This design comes from an exercise in tuning for small area on the open sky130 flow, not from production work. Only simulation tests tie the RTL to the original design; equivalence was not proved.

==> job 6126 <==
==> flow/design.v <==
module alu_dp(
input [31:0]an,
input [31:0]b,
input sub,
input s_a,input s_a_n,
input s_l,input s_l_n,
input s_or,input s_or_n,
output [31:0]r,
output co
);
wire [32:0]c;             
assign c[0]=sub;
genvar i;
generate for(i=0;i<32;i=i+1) begin:bt
  wire xn;                
  g_xnor2 ux(.a(b[i]),.b(sub),.y(xn));
  if(i%2==0) begin:e
    wire p,g,sn,ln;
    g_xor2 up(.a(an[i]),.b(xn),.y(p));
    g_nor2 ug(.a(an[i]),.b(xn),.y(g));
    g_a21oi uc(.a1(p),.a2(c[i]),.b1(g),.y(c[i+1]));
    g_xnor2 us(.a(p),.b(c[i]),.y(sn));
    g_a21oi ul(.a1(p),.a2(s_or),.b1(g),.y(ln));
    g_o22ai ur(.a1(sn),.a2(s_a_n),.b1(ln),.b2(s_l_n),.y(r[i]));
  end else begin:o
    wire pn,gn,s,l;
    g_xnor2 up(.a(an[i]),.b(xn),.y(pn));
    g_or2 ug(.a(an[i]),.b(xn),.y(gn));
    g_o21ai uc(.a1(pn),.a2(c[i]),.b1(gn),.y(c[i+1]));
    g_xor2 us(.a(pn),.b(c[i]),.y(s));
    g_o21ai ul(.a1(pn),.a2(s_or_n),.b1(gn),.y(l));
    g_ao22 ur(.a(s),.sa(s_a),.b(l),.sb(s_l),.y(r[i]));
  end
end endgenerate
assign co=c[32];
endmodule
module add30(
input [29:0]a,
input [15:0]imm,
output [29:0]s
);
wire [29:0]bb={{14{imm[15]}},imm};
wire [30:0]c;             
g_ha u0(.a(a[0]),.b(bb[0]),.s(s[0]),.co(c[1]));
genvar i;
generate for(i=1;i<30;i=i+1) begin:b
  if(i%2==1) begin:t
    wire p,gn;
    g_xor2 up(.a(a[i]),.b(bb[i]),.y(p));
    g_nand2 ug(.a(a[i]),.b(bb[i]),.y(gn));
    g_a21boi uc(.a1(p),.a2(c[i]),.b1n(gn),.y(c[i+1]));
    g_xor2 us(.a(p),.b(c[i]),.y(s[i]));
  end else begin:n
    wire pn,gn;
    g_xnor2 up(.a(a[i]),.b(bb[i]),.y(pn));
    g_nand2 ug(.a(a[i]),.b(bb[i]),.y(gn));
    g_o21ai uc(.a1(pn),.a2(c[i]),.b1(gn),.y(c[i+1]));
    g_xor2 us(.a(pn),.b(c[i]),.y(s[i]));
  end
end endgenerate
endmodule
module inc32(
input [31:0]a,
output [31:0]s
);
wire [31:0]c;
assign s[0]=~a[0];
assign c[1]=a[0];
genvar i;
generate for(i=1;i<31;i=i+1) begin:b
  g_ha u(.a(a[i]),.b(c[i]),.s(s[i]),.co(c[i+1]));
end endgenerate
g_xor2 ut(.a(a[31]),.b(c[31]),.y(s[31]));
endmodule
module g_ao22(input a,input sa,input b,input sb,output y);
assign y=(a&sa)|(b&sb);
endmodule
module g_aoi222(input a,input sa,input b,input sb,input c,input sc,output y);
assign y=~((a&sa)|(b&sb)|(c&sc));
endmodule
module g_a21boi(input a1,input a2,input b1n,output y);
assign y=~((a1&a2)|~b1n);
endmodule
module g_a21oi(input a1,input a2,input b1,output y);
assign y=~((a1&a2)|b1);
endmodule
module g_o21ai(input a1,input a2,input b1,output y);
assign y=~((a1|a2)&b1);
endmodule
module g_o22ai(input a1,input a2,input b1,input b2,output y);
assign y=~((a1|a2)&(b1|b2));
endmodule
module g_xor2(input a,input b,output y);
assign y=a^b;
endmodule
module g_xnor2(input a,input b,output y);
assign y=~(a^b);
endmodule
module g_nor2(input a,input b,output y);
assign y=~(a|b);
endmodule
module g_nand2(input a,input b,output y);
assign y=~(a&b);
endmodule
module g_or2(input a,input b,output y);
assign y=a|b;
endmodule
module g_inv(input a,output y);
assign y=~a;
endmodule
module g_ha(input a,input b,output s,output co);
assign s=a^b;
assign co=a&b;
endmodule
module rf_wmux(input s,input sn,input a,input b,output y);
assign y=(s&a)|(sn&b);
endmodule
module rf_aoi222(input a0,input s0,input a1,input s1,input a2,input s2,output y);
assign y=~((a0&s0)|(a1&s1)|(a2&s2));
endmodule
module rf_or11n(input [10:0]n,output y);
assign y=~&n;
endmodule
module rf_rd33(input [32:0]x,input [32:0]s,output y);
wire [10:0]n;
genvar k;
generate for(k=0;k<11;k=k+1) begin:g
  rf_aoi222 a(.a0(x[3*k]),.s0(s[3*k]),.a1(x[3*k+1]),.s1(s[3*k+1]),.a2(x[3*k+2]),.s2(s[3*k+2]),.y(n[k]));
end endgenerate
rf_or11n o(.n(n),.y(y));
endmodule
module risc_cpu(
input clk,
input rst,
output [31:0]imem_addr,
input [31:0]imem_data,
output [31:0]dmem_addr,
output [31:0]dmem_wdata,
output dmem_we,
output dmem_re,
input [31:0]dmem_rdata
);
reg [31:0]pc;             
reg [31:0]ir;             
reg e_regwrite,e_memwrite,e_memread,e_regdst,e_alusrc;
reg e_fa_m,e_fa_x,e_fa_r,e_sb_m,e_sb_x,e_sb_r,e_sfw;  
reg [2:0]e_op;
reg [31:0]e_a,e_b;
reg [15:0]e_imm;
reg [4:0]e_rt;
reg x_regwrite,x_memwrite,x_memread;
reg [31:0]x_res,x_wd;
reg [4:0]x_rd;
reg m_regwrite;
reg [31:0]m_data;
reg [4:0]m_rd;
wire c0=ir[26],c1=ir[27],c2=ir[28],c3=ir[29],c5=ir[31];
wire d_jump=c1&~c0;
wire d_memread=c0&c1&~c3;
wire d_memwrite=c0&c1&c3;
wire d_alusrc=c0&c1;
wire d_regwrite=~((c5^c1)|c3|c2);
wire d_regdst=~c1;
wire [1:0]aluop={~c5&~c2,c2};
wire [5:0]fn=ir[5:0];
wire [2:0]d_op;
assign d_op[0]=aluop[1]&~aluop[0]&((fn[3]&~fn[2]&fn[1]&~fn[0])|(fn[2]&~fn[3]&fn[0]&~fn[1]));
assign d_op[1]=~aluop[1]|(aluop[1]&~aluop[0]&(fn[1]|~fn[3])&~fn[2]&~fn[0]);
assign d_op[2]=(~aluop[1]&aluop[0])|(~aluop[0]&aluop[1]&~fn[2]&fn[1]&~fn[0]);
wire [4:0]rs=ir[25:21],rt=ir[20:16];
wire [4:0]e_rd=e_imm[15:11];
wire stall=(e_memread&((e_rt==rt)|(e_rt==rs)))|(d_memwrite&((e_rd==rt)|(e_rd==rs)));
wire rf_we=m_regwrite&~rst;
wire [31:0]rd1,rd2;
wire [31:0]q[0:31];
wire [31:0]s1,s2;
reg byp1,byp2;
wire [31:0]ir_d;
always@(posedge clk) begin
  byp1<=~rst&x_regwrite&(x_rd==ir_d[25:21]);
  byp2<=~rst&x_regwrite&(x_rd==ir_d[20:16]);
end
genvar i,j;
generate for(i=0;i<32;i=i+1) begin:r
  reg [31:0]v;
  wire wen=rf_we&(m_rd==i);
  wire wn=~wen;
  wire [31:0]d;
  for(j=0;j<32;j=j+1) begin:b
    rf_wmux m(.s(wen),.sn(wn),.a(m_data[j]),.b(v[j]),.y(d[j]));
  end
  always@(posedge clk) v<=d;
  assign q[i]=v;
  assign s1[i]=~byp1&(rs==i);
  assign s2[i]=~byp2&(rt==i);
end endgenerate
generate for(j=0;j<32;j=j+1) begin:c
  wire [32:0]x;
  for(i=0;i<32;i=i+1) begin:e
    assign x[i]=q[i][j];
  end
  assign x[32]=m_data[j];
  rf_rd33 p1(.x(x),.s({byp1,s1}),.y(rd1[j]));
  rf_rd33 p2(.x(x),.s({byp2,s2}),.y(rd2[j]));
end endgenerate
wire flush=(rd1==rd2)&c2;
wire pcsrc=flush|d_jump;
wire [31:0]inc,npc;
wire [29:0]pcb;
inc32 ui(.a(pc),.s(inc));
add30 ub(.a(pc[31:2]),.imm(ir[15:0]),.s(pcb));
wire s_inc=~pcsrc;
wire s_br=pcsrc&c2;
wire s_j=pcsrc&~c2;
wire [31:0]jt={2'b00,pc[31:28],ir[23:0],2'b00};
genvar k;
generate for(k=0;k<32;k=k+1) begin:n
  if(k<2) begin:lo
    g_ao22 u(.a(inc[k]),.sa(s_inc),.b(pc[k]),.sb(s_br),.y(npc[k]));
  end else if(k>=30) begin:hi
    g_ao22 u(.a(inc[k]),.sa(s_inc),.b(pcb[k-2]),.sb(s_br),.y(npc[k]));
  end else begin:mid
    wire nn;
    g_aoi222 u(.a(inc[k]),.sa(s_inc),.b(pcb[k-2]),.sb(s_br),.c(jt[k]),.sc(s_j),.y(nn));
    g_inv v(.a(nn),.y(npc[k]));
  end
end endgenerate
assign imem_addr=npc;
wire f_hold=~rst&stall&~flush;
wire f_ldpc=~rst&~(stall&~flush);
wire f_ldir=~rst&~stall&~flush;
wire [31:0]pc_d;
generate for(k=0;k<32;k=k+1) begin:f
  g_ao22 up(.a(pc[k]),.sa(f_hold),.b(npc[k]),.sb(f_ldpc),.y(pc_d[k]));
  g_ao22 ui(.a(ir[k]),.sa(f_hold),.b(imem_data[k]),.sb(f_ldir),.y(ir_d[k]));
end endgenerate
always@(posedge clk) begin pc<=pc_d; ir<=ir_d; end
always@(posedge clk)
  if(rst) begin
    e_regwrite<=0; e_memwrite<=0; e_memread<=0; e_regdst<=0; e_rt<=0;
  end else begin
    e_regwrite<=d_regwrite&~stall;
    e_memwrite<=d_memwrite&~stall;
    e_memread<=d_memread&~stall;
    e_regdst<=d_regdst&~stall;
    e_rt<=rt;
  end
always@(posedge clk) begin
  e_alusrc<=alusrc_d;
  e_op<=stall?3'b010:d_op;
  e_a<=rd1;
  e_b<=rd2;
  e_imm<=ir[15:0];
end
wire [4:0]dest=e_regdst?e_rd:e_rt;
wire fa_m_d=x_regwrite&(x_rd!=0)&(x_rd==rs);
wire fa_x_d=~fa_m_d&e_regwrite&(dest!=0)&(dest==rs);
wire fb_m_d=x_regwrite&(x_rd!=0)&(x_rd==rt);
wire fb_x_d=~fb_m_d&e_regwrite&(dest!=0)&(dest==rt);
wire alusrc_d=d_alusrc&~stall;
always@(posedge clk) begin
  e_fa_m<=fa_m_d;
  e_fa_x<=fa_x_d;
  e_fa_r<=~fa_m_d&~fa_x_d;
  e_sb_m<=fb_m_d&~alusrc_d;
  e_sb_x<=fb_x_d&~alusrc_d;
  e_sb_r<=~fb_m_d&~fb_x_d&~alusrc_d;
  e_sfw<=(rt==x_rd);
end
wire [31:0]da_n,db;
wire kn=~(e_imm[15]&e_alusrc);
generate for(k=0;k<32;k=k+1) begin:x
  wire t,u;
  g_aoi222 ua(.a(m_data[k]),.sa(e_fa_m),.b(x_res[k]),.sb(e_fa_x),.c(e_a[k]),.sc(e_fa_r),.y(da_n[k]));
  g_aoi222 ub(.a(m_data[k]),.sa(e_sb_m),.b(x_res[k]),.sb(e_sb_x),.c(e_b[k]),.sc(e_sb_r),.y(t));
  if(k<16) begin:lo
    g_nand2 uc(.a(e_imm[k]),.b(e_alusrc),.y(u));
  end else begin:hi
    assign u=kn;
  end
  g_nand2 ud(.a(t),.b(u),.y(db[k]));
end endgenerate
wire sub=e_op[2];
wire s_a=e_op[1]&~e_op[0];
wire s_l=~e_op[2]&~e_op[1];
wire s_or=~e_op[2]&~e_op[1]&e_op[0];
wire s_slt=&e_op;
wire [31:0]ar;
wire co;
alu_dp ua(.an(da_n),.b(db),.sub(sub),.s_a(s_a),.s_a_n(~s_a),.s_l(s_l),.s_l_n(~s_l),
  .s_or(s_or),.s_or_n(~s_or),.r(ar),.co(co));
wire [31:0]result={ar[31:1],ar[0]|(s_slt&~co)};
wire [31:0]wdata;
generate for(k=0;k<32;k=k+1) begin:w
  g_ao22 u(.a(m_data[k]),.sa(e_sfw),.b(e_b[k]),.sb(~e_sfw),.y(wdata[k]));
end endgenerate
always@(posedge clk)
  if(rst) begin x_regwrite<=0; x_memwrite<=0; x_memread<=0; end
  else begin x_regwrite<=e_regwrite; x_memwrite<=e_memwrite; x_memread<=e_memread; end
always@(posedge clk) begin
  x_res<=result;
  x_wd<=wdata;
  x_rd<=dest;
end
assign dmem_addr=x_res;
assign dmem_wdata=x_wd;
assign dmem_we=x_memwrite;
assign dmem_re=x_memread;
always@(posedge clk)
  if(rst) m_regwrite<=0;
  else m_regwrite<=x_regwrite;
wire [31:0]m_data_d;
generate for(k=0;k<32;k=k+1) begin:m
  g_ao22 u(.a(dmem_rdata[k]),.sa(x_memread),.b(x_res[k]),.sb(~x_memread),.y(m_data_d[k]));
end endgenerate
always@(posedge clk) begin
  m_data<=m_data_d;
  m_rd<=x_rd;
end
endmodule
==> flow/flow/run.sh <==
#!/bin/bash
# Layout: the standard flow (standard.sh) unchanged, except that
#  - the port buffers are sky130_fd_sc_hd__buf_1 (buffer_ports -buffer_cell);
#  - clock tree synthesis inserts no dummy loads (-dont_use_dummy_load).
# Each step's output goes to its own log file here.
set -euo pipefail
bash standard.sh synth > run_synth.log 2>&1
cat >> config.mk <<'CFG'
export BUFFER_PORTS_ARGS = -buffer_cell sky130_fd_sc_hd__buf_1
export CTS_ARGS = -sink_clustering_enable -repair_clock_nets -buf_list sky130_fd_sc_hd__clkbuf_8 -sink_clustering_size 16 -sink_clustering_max_diameter 65 -dont_use_dummy_load
CFG
bash standard.sh finish > run_layout.log 2>&1
==> flow/standard.sh <==
#!/bin/bash
# synth_recipe.tcl (not shown) runs the flow's synth.tcl, then flattens the netlist and writes it again
# the make line also repeats each setting of config.mk as NAME=value (left out here)
make -C /OpenROAD-flow-scripts/flow DESIGN_CONFIG=/design/flow/config.mk WORK_HOME=/design/flow/orfs CLKGATE_MAP_FILE= SYNTH_SCRIPT=/design/flow/synth_recipe.tcl "${@:-finish}"
==> flow/config.mk <==
export PLATFORM = sky130hd
export DESIGN_NAME = risc_cpu
export DESIGN_NICKNAME = risc_cpu
export VERILOG_FILES = /design/flow/design.v
export SDC_FILE = /design/flow/constraint.sdc
export NUM_CORES = 4
export LEC_CHECK = 0
export CAP_MARGIN = 20
export CORE_MARGIN = 2
export CORE_UTILIZATION = 40
export CTS_BUF_LIST = sky130_fd_sc_hd__clkbuf_8
export CTS_CLUSTER_DIAMETER = 65
export CTS_CLUSTER_SIZE = 16
export PLACE_DENSITY = 0.9
export SLEW_MARGIN = 20
export SYNTH_HIERARCHICAL = 1
export BUFFER_PORTS_ARGS = -buffer_cell sky130_fd_sc_hd__buf_1
export CTS_ARGS = -sink_clustering_enable -repair_clock_nets -buf_list sky130_fd_sc_hd__clkbuf_8 -sink_clustering_size 16 -sink_clustering_max_diameter 65 -dont_use_dummy_load
==> flow/constraint.sdc <==
create_clock -name core_clock -period 10.0 [get_ports {clk}]
set_input_delay 2.0000 -clock core_clock [delete_from_list [all_inputs] [get_ports {clk}]]
set_output_delay 2.0000 -clock core_clock [all_outputs]
set_load 0.01 [all_outputs]
==> job 4079: changes against job 6126 <==
==> flow/design.v, changed modules only <==
module alu_dp(
input [31:0]an,
input [31:0]b,
input sub,
input s_a,input s_a_n,
input s_l,input s_l_n,
input s_or,input s_or_n,
output [31:0]r,
output co
);
wire [32:0]c;
wire [31:0]pq,gq,gx;
wire [8:0]cl;             
assign c[0]=sub;
assign cl[0]=sub;
genvar i;
generate for(i=0;i<32;i=i+1) begin:bt
  wire xn;                
  g_xnor2 ux(.a(b[i]),.b(sub),.y(xn));
  if(i%2==0) begin:e
    wire sn,ln;
    g_xor2 up(.a(an[i]),.b(xn),.y(pq[i]));
    g_nor2 ug(.a(an[i]),.b(xn),.y(gq[i]));
    g_a21oi uc(.a1(pq[i]),.a2(c[i]),.b1(gq[i]),.y(c[i+1]));
    g_xnor2 us(.a(pq[i]),.b(c[i]),.y(sn));
    g_a21oi ul(.a1(pq[i]),.a2(s_or),.b1(gq[i]),.y(ln));
    g_o22ai ur(.a1(sn),.a2(s_a_n),.b1(ln),.b2(s_l_n),.y(r[i]));
    if(i>=4) begin:k
      g_or2 uh(.a(an[i]),.b(xn),.y(gx[i]));
    end else begin:z
      assign gx[i]=1'b0;
    end
  end else begin:o
    wire s,l;
    g_xnor2 up(.a(an[i]),.b(xn),.y(pq[i]));
    g_or2 ug(.a(an[i]),.b(xn),.y(gq[i]));
    assign gx[i]=1'b0;
    if(i%4!=3) begin:u
      g_o21ai uc(.a1(pq[i]),.a2(c[i]),.b1(gq[i]),.y(c[i+1]));
    end
    g_xor2 us(.a(pq[i]),.b(c[i]),.y(s));
    g_o21ai ul(.a1(pq[i]),.a2(s_or_n),.b1(gq[i]),.y(l));
    g_ao22 ur(.a(s),.sa(s_a),.b(l),.sb(s_l),.y(r[i]));
  end
end endgenerate
g_o21ai ub0(.a1(pq[3]),.a2(c[3]),.b1(gq[3]),.y(cl[1]));
genvar k;
generate for(k=1;k<8;k=k+1) begin:la
  wire g01,g23,p01,p23,gg,pp;
  g_o21ai u1(.a1(pq[4*k+1]),.a2(gx[4*k]),.b1(gq[4*k+1]),.y(g01));
  g_nor2b u2(.a(pq[4*k+1]),.bn(pq[4*k]),.y(p01));
  g_o21ai u3(.a1(pq[4*k+3]),.a2(gx[4*k+2]),.b1(gq[4*k+3]),.y(g23));
  g_nor2b u4(.a(pq[4*k+3]),.bn(pq[4*k+2]),.y(p23));
  g_a21o u5(.a1(p23),.a2(g01),.b1(g23),.y(gg));
  g_and2 u6(.a(p23),.b(p01),.y(pp));
  g_a21o u7(.a1(pp),.a2(cl[k]),.b1(gg),.y(cl[k+1]));
end endgenerate
generate for(k=1;k<=8;k=k+1) begin:cb
  assign c[4*k]=cl[k];
end endgenerate
assign co=cl[8];
endmodule
module g_a21o(input a1,input a2,input b1,output y);
assign y=(a1&a2)|b1;
endmodule
module g_and2(input a,input b,output y);
assign y=a&b;
endmodule
module g_nor2b(input a,input bn,output y);
assign y=~(a|~bn);
endmodule
--- a/flow/flow/run.sh
+++ b/flow/flow/run.sh
@@ -7,6 +7,6 @@
 bash standard.sh synth > run_synth.log 2>&1
 cat >> config.mk <<'CFG'
 export BUFFER_PORTS_ARGS = -buffer_cell sky130_fd_sc_hd__buf_1
-export CTS_ARGS = -sink_clustering_enable -repair_clock_nets -buf_list sky130_fd_sc_hd__clkbuf_8 -sink_clustering_size 16 -sink_clustering_max_diameter 65 -dont_use_dummy_load
+export CTS_ARGS = -sink_clustering_enable -repair_clock_nets -buf_list sky130_fd_sc_hd__clkbuf_8 -sink_clustering_size 14 -sink_clustering_max_diameter 60 -dont_use_dummy_load
 CFG
 bash standard.sh finish > run_layout.log 2>&1
CTS_ARGS = -sink_clustering_enable -repair_clock_nets -buf_list sky130_fd_sc_hd__clkbuf_8 -sink_clustering_size 14 -sink_clustering_max_diameter 60 -dont_use_dummy_load   (was -sink_clustering_enable -repair_clock_nets -buf_list sky130_fd_sc_hd__clkbuf_8 -sink_clustering_size 16 -sink_clustering_max_diameter 65 -dont_use_dummy_load)
CTS_CLUSTER_DIAMETER = 60   (was 65)
CTS_CLUSTER_SIZE = 14   (was 16)
PLACE_DENSITY = 0.6   (was 0.9)
==> metrics.cfg <==
[outcome]
outcome = timing/DRC/antenna clean

[timing]
relSlewSlack_pct = 22.2
fin_worst_skew_ps = 169
hold_ws_ps = 430

[floorplan]
die-area_sq_um = 131000

[finish]
fin_util_pct = 44.5

[power_and_ir_drop]
power_uw = 11600
combinationalPower_uw = 3030

[place]
place_hpwl_um = 132000

[worst_setup_path]
arrival_ps = 7540

That was job 6126.
==> metrics.cfg <==
[finish]
fin_util_pct = 45.2

[power_and_ir_drop]
power_uw = 12100
combinationalPower_uw = 3210

[outcome]
outcome = timing/DRC/antenna clean

[worst_setup_path]
arrival_ps = 7420

[timing]
fin_worst_skew_ps = 101
hold_ws_ps = 419
relSlewSlack_pct = 23.7

[floorplan]
die-area_sq_um = 132000

[place]
place_hpwl_um = 144000

[clock_tree]
cts_resized = 0

That was job 4079.

-- port drivers added, routing unchanged --
Ports are ideal in the flow. The routed layouts listed here were re-timed in OpenROAD. Step 1 (the two cells are an assumption about what drives the block):
set clk [get_ports {clk}]
set_driving_cell -lib_cell sky130_fd_sc_hd__clkbuf_16 $clk
set_driving_cell -lib_cell sky130_fd_sc_hd__buf_2 [delete_from_list [all_inputs] $clk]
Step 2, shift: input delay + t, output delay - t, t = (earliest + latest rising clock arrival at the registers) / 2. This alone moves slack from input paths to output paths. Three values: ideal ports, drivers, drivers and shift; two values: the first two.
run | t, ns | setup WS [ns] | hold slack, ns | worst setup path at the end
job 6126 | 0.849 | 0.463 / 0.392 / 0.464 | 0.430 / 0.430 / 0.430 | register to register
job 4079 | 0.938 | 0.584 / 0.512 / 1.450 | 0.419 / 0.419 / 0.419 | register to output
After both steps setup and hold are still met in every run listed.
